Background: an optimization exercise with open tools, aiming at small area and a short achievable clock period. Do not read the settings as production practice.

==> job 3521: inputs <==
==> flow/design.v <==
`timescale 1ns / 1ns  
`default_nettype none
`timescale 1ns / 1ns  
`default_nettype none
module sgbm_lt12
(
    input  wire [11:0] a,
    input  wire [11:0] b,
    output wire        lt
);
reg     c;
integer i;
always @(*) begin
    c = 1'b0;
    for (i = 0; i < 12; i = i + 1)
        c = (~a[i] & b[i]) | (~(a[i] & ~b[i]) & c);
end
assign lt = c;
endmodule
module sgbm_min2
(
    input  wire [11:0] a,
    input  wire [11:0] b,
    input  wire        vb,
    output wire [11:0] y
);
wire lt;
sgbm_lt12 u_lt (.a(b), .b(a), .lt(lt));
assign y = (vb & lt) ? b : a;
endmodule
module sgbm_min4
(
    input  wire [11:0] x0,
    input  wire [11:0] x1,
    input  wire [11:0] x2,
    input  wire [11:0] x3,
    input  wire        v1,
    input  wire        v2,
    input  wire        v3,
    output wire [11:0] y
);
wire l01, l02, l03, l12, l13, l23;
sgbm_lt12 u01 (.a(x1), .b(x0), .lt(l01));
sgbm_lt12 u02 (.a(x2), .b(x0), .lt(l02));
sgbm_lt12 u03 (.a(x3), .b(x0), .lt(l03));
sgbm_lt12 u12 (.a(x2), .b(x1), .lt(l12));
sgbm_lt12 u13 (.a(x3), .b(x1), .lt(l13));
sgbm_lt12 u23 (.a(x3), .b(x2), .lt(l23));
wire c01 = v1 & l01;
wire c02 = v2 & l02;
wire c03 = v3 & l03;
wire c12 = v2 & l12;
wire c13 = v3 & l13;
wire c23 = v3 & l23;
wire s0 = ~c01 & ~c02 & ~c03;
wire s1 = c01 & ~c12 & ~c13;
wire s2 = c02 & c12 & ~c23;
wire s3 = c03 & c13 & c23;
assign y = ({12{s0}} & x0) | ({12{s1}} & x1) | ({12{s2}} & x2) | ({12{s3}} & x3);
endmodule
module sgbm_add12
(
    input  wire [11:0] a,
    input  wire [11:0] b,
    output wire [11:0] s
);
reg [15:0] g, p, gg, pp;
reg [11:0] r;
integer i, l;
always @(*) begin
    g = 16'b0;
    p = 16'b0;
    for (i = 0; i < 12; i = i + 1) begin
        g[i] = a[i] & b[i];
        p[i] = a[i] ^ b[i];
    end
    gg = g;
    pp = p;
    for (l = 0; l < 4; l = l + 1)
        for (i = 0; i < 16; i = i + 1)
            if (i[l]) begin
                gg[i] = gg[i] | (pp[i] & gg[((i >> l) << l) - 1]);
                pp[i] = pp[i] & pp[((i >> l) << l) - 1];
            end
    r[0] = p[0];
    for (i = 1; i < 12; i = i + 1)
        r[i] = p[i] ^ gg[i-1];
end
assign s = r;
endmodule
module sgbm_aggr_right_left
(
    input wire                           clk,
    input wire                           rst,
    input wire [128*12-1:0]   i_cost,
    input wire                           i_cost_valid,
    input wire  [8-1:0]        i_min_disp,
    input wire  [8-1:0]        i_max_disp,
    input wire                           i_rst_aggr,
    input wire  [12-1:0]         i_P1,
    input wire  [12-1:0]         i_P2,
    output wire [128*12-1:0]   o_cost,
    output wire                          o_valid,
    output reg                           o_aggr_done
);
localparam D = 128;
localparam W = 12;
function automatic [W:0] add_rc(input [W-1:0] a, input [W-1:0] b, input cin);
    reg cy;
    integer i;
    begin
        cy = cin;
        for (i = 0; i < W; i = i + 1) begin
            add_rc[i] = a[i] ^ b[i] ^ cy;
            cy = (a[i] & b[i]) | (cy & (a[i] ^ b[i]));
        end
        add_rc[W] = cy;
    end
endfunction
assign o_valid = i_cost_valid;
reg  [0:D-1][W-1:0]    Lp;
reg  [W-1:0]           m_r;
reg  [W-1:0]           P2_r;      
reg  [W:0]             PP_r;      
reg  [W-1:0]           nP2_r;     
reg  [8-1:0] R_r;
reg                    cost_valid_d1;
wire [0:D-1][W-1:0]    cost_w;
assign cost_w = i_cost;
wire                   first = ~cost_valid_d1;
wire [W:0]             S     = {1'b0, m_r} + {1'b0, P2_r};
wire [W-1:0]           Dn    = ~S[W-1:0];
wire [W+1:0]           X     = {PP_r[W], PP_r} - {2'b00, m_r};
wire [W:0]             K     = {X[W] ^ S[W], X[W-1:0]};
wire [W-1:0]           nD    = nP2_r - m_r;
wire [D:0]             lv;
wire [0:D-1][W-1:0]    L;
assign lv[D] = 1'b0;
wire [0:D-1][W:0]      u;
wire [0:D-1][W+1:0]    v;
genvar d, n;
generate
    for (d = 0; d < D; d = d + 1) begin : g_reg
        assign lv[d] = (d < R_r);
        wire [W:0] us = add_rc(Lp[d], Dn, 1'b1);
        assign u[d] = {~us[W], us[W-1:0]};
        wire [W:0] vs = add_rc(Lp[d], K[W-1:0], 1'b0);
        assign v[d] = {K[W] & ~vs[W], K[W] ^ vs[W], vs[W-1:0]};
    end
    for (d = 0; d < D; d = d + 1) begin : g_lane
        wire [W+1:0] vn;
        wire         vneg;
        if (d == 0) begin : g_l0
            assign vn   = v[1];
            assign vneg = lv[1] & v[1][W+1];
        end else if (d == D-1) begin : g_ln
            assign vn   = v[D-2];
            assign vneg = v[D-2][W+1];
        end else begin : g_lm
            wire take_r = lv[d+1] & (Lp[d+1] < Lp[d-1]);
            assign vn   = take_r ? v[d+1] : v[d-1];
            assign vneg = vn[W+1];
        end
        wire         uneg   = u[d][W];
        wire         lo_lt  = u[d][W-1:0] < vn[W-1:0];
        wire         take_u = ~first & uneg & (~vneg | lo_lt);
        wire         take_v = ~first & vneg & ~(uneg & lo_lt);
        wire [W-1:0] t      = ({W{take_u}} & u[d][W-1:0]) | ({W{take_v}} & vn[W-1:0]) | ({W{first}} & nD);
        sgbm_add12 u_add (.a(cost_w[d]), .b(t), .s(L[d]));
    end
endgenerate
wire [0:63][W-1:0] t1;
wire [0:15][W-1:0] t2;
wire [0:3][W-1:0]  t3;
wire [W-1:0]       minL;
generate
    for (n = 0; n < 64; n = n + 1) begin : g_t1
        sgbm_min2 u_m (.a(L[2*n]), .b(L[2*n+1]), .vb(lv[2*n+1]), .y(t1[n]));
    end
    for (n = 0; n < 16; n = n + 1) begin : g_t2
        sgbm_min4 u_m (.x0(t1[4*n]), .x1(t1[4*n+1]), .x2(t1[4*n+2]), .x3(t1[4*n+3]),
                       .v1(lv[8*n+2]), .v2(lv[8*n+4]), .v3(lv[8*n+6]), .y(t2[n]));
    end
    for (n = 0; n < 4; n = n + 1) begin : g_t3
        sgbm_min4 u_m (.x0(t2[4*n]), .x1(t2[4*n+1]), .x2(t2[4*n+2]), .x3(t2[4*n+3]),
                       .v1(lv[32*n+8]), .v2(lv[32*n+16]), .v3(lv[32*n+24]), .y(t3[n]));
    end
endgenerate
sgbm_min4 u_root (.x0(t3[0]), .x1(t3[1]), .x2(t3[2]), .x3(t3[3]),
                  .v1(lv[32]), .v2(lv[64]), .v3(lv[96]), .y(minL));
assign o_cost = L;
always @(posedge clk) begin
    Lp            <= L;
    m_r           <= i_cost_valid ? minL : {W{1'b0}};
    P2_r          <= i_P2;
    PP_r          <= {1'b0, i_P1} - {1'b0, i_P2};
    nP2_r         <= {W{1'b0}} - i_P2;
    R_r           <= i_max_disp - i_min_disp;
    cost_valid_d1 <= i_cost_valid;
end
always @(posedge clk) begin
    if (rst) begin
        o_aggr_done      <= 1;
    end
    else if (i_rst_aggr) begin
        o_aggr_done      <= 0;
    end
    else if (i_cost_valid==0&&cost_valid_d1==1) begin
        o_aggr_done      <= 1;
    end
end
endmodule
==> flow/flow/run.sh <==
#!/bin/bash
# Layout flow: the standard ORFS flow (standard.sh), with small port buffers
# and timing repair aimed below the clock period.
set -euo pipefail
bash standard.sh "BUFFER_PORTS_ARGS=-buffer_cell sky130_fd_sc_hd__buf_2" SETUP_SLACK_MARGIN=12 finish > flow_make.log 2>&1
==> flow/standard.sh <==
#!/bin/bash
# synth_recipe.tcl (not shown) runs the flow's synth.tcl, then flattens the netlist and writes it again
# the make line also repeats each setting of config.mk as NAME=value (left out here)
make -C /OpenROAD-flow-scripts/flow DESIGN_CONFIG=/design/flow/config.mk WORK_HOME=/design/flow/orfs CLKGATE_MAP_FILE= SYNTH_SCRIPT=/design/flow/synth_recipe.tcl "${@:-finish}"
==> flow/config.mk <==
export PLATFORM = sky130hd
export DESIGN_NAME = sgbm_aggr_right_left
export DESIGN_NICKNAME = sgbm_aggr_right_left
export VERILOG_FILES = /design/flow/design.v
export SDC_FILE = /design/flow/constraint.sdc
export NUM_CORES = 8
export LEC_CHECK = 0
export CAP_MARGIN = 35
export CORE_AREA = 5 5 1095 1095
export DIE_AREA = 0 0 1100 1100
export SLEW_MARGIN = 35
export SYNTH_HIERARCHICAL = 1
==> flow/constraint.sdc <==
create_clock -name core_clock -period 33.0 [get_ports {clk}]
set_input_delay 6.6000 -clock core_clock [delete_from_list [all_inputs] [get_ports {clk}]]
set_output_delay 6.6000 -clock core_clock [all_outputs]
set_load 0.01 [all_outputs]
==> inputs of job 5531, as changes to job 3521 <==
--- a/flow/design.v
+++ b/flow/design.v
@@ -10,10 +10,18 @@
 );
-reg     c;
-integer i;
+reg [15:0] l, g;
+integer i, s;
 always @(*) begin
-    c = 1'b0;
-    for (i = 0; i < 12; i = i + 1)
-        c = (~a[i] & b[i]) | (~(a[i] & ~b[i]) & c);
-end
-assign lt = c;
+    l = 16'b0;
+    g = 16'b0;
+    for (i = 0; i < 12; i = i + 1) begin
+        l[i] = ~a[i] & b[i];
+        g[i] = a[i] & ~b[i];
+    end
+    for (s = 1; s < 16; s = s * 2)
+        for (i = 0; i + s < 16; i = i + 2 * s) begin
+            l[i] = l[i+s] | (~g[i+s] & l[i]);
+            g[i] = g[i+s] | (~l[i+s] & g[i]);
+        end
+end
+assign lt = l[0];
 endmodule
@@ -90,2 +98,75 @@
 endmodule
+module sgbm_lane
+#(
+    parameter EDGE = 0           
+)
+(
+    input  wire [11:0] lp_l,     
+    input  wire [11:0] lp_c,     
+    input  wire [11:0] lp_r,     
+    input  wire        v_r,      
+    input  wire [11:0] Dn,       
+    input  wire [12:0] K,        
+    input  wire [11:0] nD,       
+    input  wire        first,
+    input  wire [11:0] c,
+    output wire [11:0] L
+);
+function automatic [12:0] add_rc(input [11:0] a, input [11:0] b, input cin);
+    reg cy;
+    integer i;
+    begin
+        cy = cin;
+        for (i = 0; i < 12; i = i + 1) begin
+            add_rc[i] = a[i] ^ b[i] ^ cy;
+            cy = (a[i] & b[i]) | (cy & (a[i] ^ b[i]));
+        end
+        add_rc[12] = cy;
+    end
+endfunction
+function automatic lt_rc12(input [11:0] a, input [11:0] b);
+    reg cy;
+    integer i;
+    begin
+        cy = 1'b0;
+        for (i = 0; i < 12; i = i + 1)
+            cy = (~a[i] & b[i]) | (~(a[i] & ~b[i]) & cy);
+        lt_rc12 = cy;
+    end
+endfunction
+function automatic lt_rc14(input [13:0] a, input [13:0] b);
+    reg cy;
+    integer i;
+    begin
+        cy = 1'b0;
+        for (i = 0; i < 14; i = i + 1)
+            cy = (~a[i] & b[i]) | (~(a[i] & ~b[i]) & cy);
+        lt_rc14 = cy;
+    end
+endfunction
+wire [11:0] mbc;
+wire        has_n;
+generate
+    if (EDGE == 1) begin : g_first
+        assign mbc   = lp_r;
+        assign has_n = v_r;
+    end else if (EDGE == 2) begin : g_last
+        assign mbc   = lp_l;
+        assign has_n = 1'b1;
+    end else begin : g_inner
+        wire take_r = v_r & lt_rc12(lp_r, lp_l);
+        assign mbc   = take_r ? lp_r : lp_l;
+        assign has_n = 1'b1;
+    end
+endgenerate
+wire [12:0] us = add_rc(lp_c, Dn, 1'b1);
+wire [12:0] u  = {~us[12], us[11:0]};
+wire [12:0] vs = add_rc(mbc, K[11:0], 1'b0);
+wire [13:0] vn = {K[12] & ~vs[12], K[12] ^ vs[12], vs[11:0]};
+wire        u_lt_v = ~has_n | lt_rc14({~u[12], u[12], u[11:0]}, {~vn[13], vn[12:0]});
+wire        take_u = ~first & u_lt_v & u[12];
+wire        take_v = ~first & ~u_lt_v & vn[13];
+wire [11:0] t      = ({12{take_u}} & u[11:0]) | ({12{take_v}} & vn[11:0]) | ({12{first}} & nD);
+sgbm_add12 u_add (.a(c), .b(t), .s(L));
+endmodule
 module sgbm_aggr_right_left
@@ -107,14 +188,2 @@
 localparam W = 12;
-function automatic [W:0] add_rc(input [W-1:0] a, input [W-1:0] b, input cin);
-    reg cy;
-    integer i;
-    begin
-        cy = cin;
-        for (i = 0; i < W; i = i + 1) begin
-            add_rc[i] = a[i] ^ b[i] ^ cy;
-            cy = (a[i] & b[i]) | (cy & (a[i] ^ b[i]));
-        end
-        add_rc[W] = cy;
-    end
-endfunction
 assign o_valid = i_cost_valid;
@@ -122,5 +191,4 @@
 reg  [W-1:0]           m_r;
-reg  [W-1:0]           P2_r;      
-reg  [W:0]             PP_r;      
-reg  [W-1:0]           nP2_r;     
+reg  [W-1:0]           P1_r;
+reg  [W-1:0]           P2_r;
 reg  [8-1:0] R_r;
@@ -130,7 +198,6 @@
 wire                   first = ~cost_valid_d1;
-wire [W:0]             S     = {1'b0, m_r} + {1'b0, P2_r};
-wire [W-1:0]           Dn    = ~S[W-1:0];
-wire [W+1:0]           X     = {PP_r[W], PP_r} - {2'b00, m_r};
-wire [W:0]             K     = {X[W] ^ S[W], X[W-1:0]};
-wire [W-1:0]           nD    = nP2_r - m_r;
+wire [W-1:0]           Delta = m_r + P2_r;
+wire [W-1:0]           Dn    = ~Delta;
+wire [W:0]             K     = {1'b0, P1_r} - {1'b0, Delta};
+wire [W-1:0]           nD    = {W{1'b0}} - Delta;
 wire [D:0]             lv;
@@ -138,33 +205,18 @@
 assign lv[D] = 1'b0;
-wire [0:D-1][W:0]      u;
-wire [0:D-1][W+1:0]    v;
 genvar d, n;
 generate
-    for (d = 0; d < D; d = d + 1) begin : g_reg
+    for (d = 0; d < D; d = d + 1) begin : g_lane
         assign lv[d] = (d < R_r);
-        wire [W:0] us = add_rc(Lp[d], Dn, 1'b1);
-        assign u[d] = {~us[W], us[W-1:0]};
-        wire [W:0] vs = add_rc(Lp[d], K[W-1:0], 1'b0);
-        assign v[d] = {K[W] & ~vs[W], K[W] ^ vs[W], vs[W-1:0]};
-    end
-    for (d = 0; d < D; d = d + 1) begin : g_lane
-        wire [W+1:0] vn;
-        wire         vneg;
-        if (d == 0) begin : g_l0
-            assign vn   = v[1];
-            assign vneg = lv[1] & v[1][W+1];
-        end else if (d == D-1) begin : g_ln
-            assign vn   = v[D-2];
-            assign vneg = v[D-2][W+1];
-        end else begin : g_lm
-            wire take_r = lv[d+1] & (Lp[d+1] < Lp[d-1]);
-            assign vn   = take_r ? v[d+1] : v[d-1];
-            assign vneg = vn[W+1];
-        end
-        wire         uneg   = u[d][W];
-        wire         lo_lt  = u[d][W-1:0] < vn[W-1:0];
-        wire         take_u = ~first & uneg & (~vneg | lo_lt);
-        wire         take_v = ~first & vneg & ~(uneg & lo_lt);
-        wire [W-1:0] t      = ({W{take_u}} & u[d][W-1:0]) | ({W{take_v}} & vn[W-1:0]) | ({W{first}} & nD);
-        sgbm_add12 u_add (.a(cost_w[d]), .b(t), .s(L[d]));
+        sgbm_lane #(.EDGE(d == 0 ? 1 : (d == D-1 ? 2 : 0))) u_lane (
+            .lp_l (Lp[d == 0 ? 0 : d-1]),
+            .lp_c (Lp[d]),
+            .lp_r (Lp[d == D-1 ? D-1 : d+1]),
+            .v_r  (lv[d+1]),
+            .Dn   (Dn),
+            .K    (K),
+            .nD   (nD),
+            .first(first),
+            .c    (cost_w[d]),
+            .L    (L[d])
+        );
     end
@@ -194,5 +246,4 @@
     m_r           <= i_cost_valid ? minL : {W{1'b0}};
+    P1_r          <= i_P1;
     P2_r          <= i_P2;
-    PP_r          <= {1'b0, i_P1} - {1'b0, i_P2};
-    nP2_r         <= {W{1'b0}} - i_P2;
     R_r           <= i_max_disp - i_min_disp;
==> flow/run.sh (new file) <==
#!/bin/bash
# synth_recipe.tcl (not shown) runs the flow's synth.tcl, then flattens the netlist and writes it again
# the make line also repeats each setting of config.mk as NAME=value (left out here)
make -C /OpenROAD-flow-scripts/flow DESIGN_CONFIG=/design/flow/config.mk WORK_HOME=/design/flow/orfs CLKGATE_MAP_FILE= SYNTH_SCRIPT=/design/flow/synth_recipe.tcl finish
--- a/flow/config.mk
+++ b/flow/config.mk
@@ -11,2 +11 @@
 export SLEW_MARGIN = 35
-export SYNTH_HIERARCHICAL = 1
removed: flow/flow/run.sh
removed: flow/standard.sh
==> comparison <==
Job 5531 went through all stages and came out clean. Job 3521 went through all stages and came out clean.
Critical path depth: job 5531 is higher than job 3521 (2).
Die area is the same in job 5531 and job 3521.
Clock skew: job 3521 is higher than job 5531 (0.020 ns).
Of job 5531 and job 3521, job 3521 has the higher non-clock buffer count (gap 53).
==> figures <==
	job 5531	job 3521
Total clock buffers created by CTS	272	241
Routed wire length	2650000 um	2450000 um
Antenna cell count	715	866
Final Hold Slack	0.565 ns	0.522 ns
Register-to-register path setup slack	7.67 ns	12.43 ns
Average wire per cell in the routed design	46.6 um	42.6 um
Non-CTS buffers	4477	4530
Post-route minimum period	25.33 ns	20.57 ns
Share of layout cells above drive strength 1	7.91%	18.2%
Flip-flop and latch share of the layout cell area	8.65%	8.33%
Clock buffer cells	335	290
Outcome	no timing/DRC/antenna violations	no timing/DRC/antenna violations
Clock latency of the later-clocked register in the worst-skew pair	1.11 ns	1.17 ns
Cell with the biggest individual delay on the critical path	o21ai_0	fa_4
RR Startpoint	Lp[456]	m_r[0]
Antenna violations before repair	718	628
No functional check of the RTL was part of any run of this note.

[static timing again, ports no longer ideal]
The results above use ideal ports. As a check the final layouts listed here were re-extracted and re-timed, cells and wires unchanged.
Step 1: set_driving_cell puts a clkbuf_16 on clk and a buf_2 on each other input, an assumption about the parent block.
Step 2 also shifts input and output timing later by t, the mid clock arrival at the registers, as if the neighbouring blocks saw the same clock.
Slacks: ideal / step 1 / step 2; pairs: ideal / step 1.
run | t, ns | slack for setup (ns) | hold WS [ns] | worst setup path at the end | worst slew at a driven data input, ns
job 3521 | 1.262 | 12.426 / 12.426 / 12.426 | 0.522 / 0.522 / 0.522 | register to register | 0.71
job 5531 | 1.239 | 7.669 / 7.669 / 7.669 | 0.565 / 0.565 / 0.565 | register to register | 0.61
After both steps every run listed still meets setup and hold.
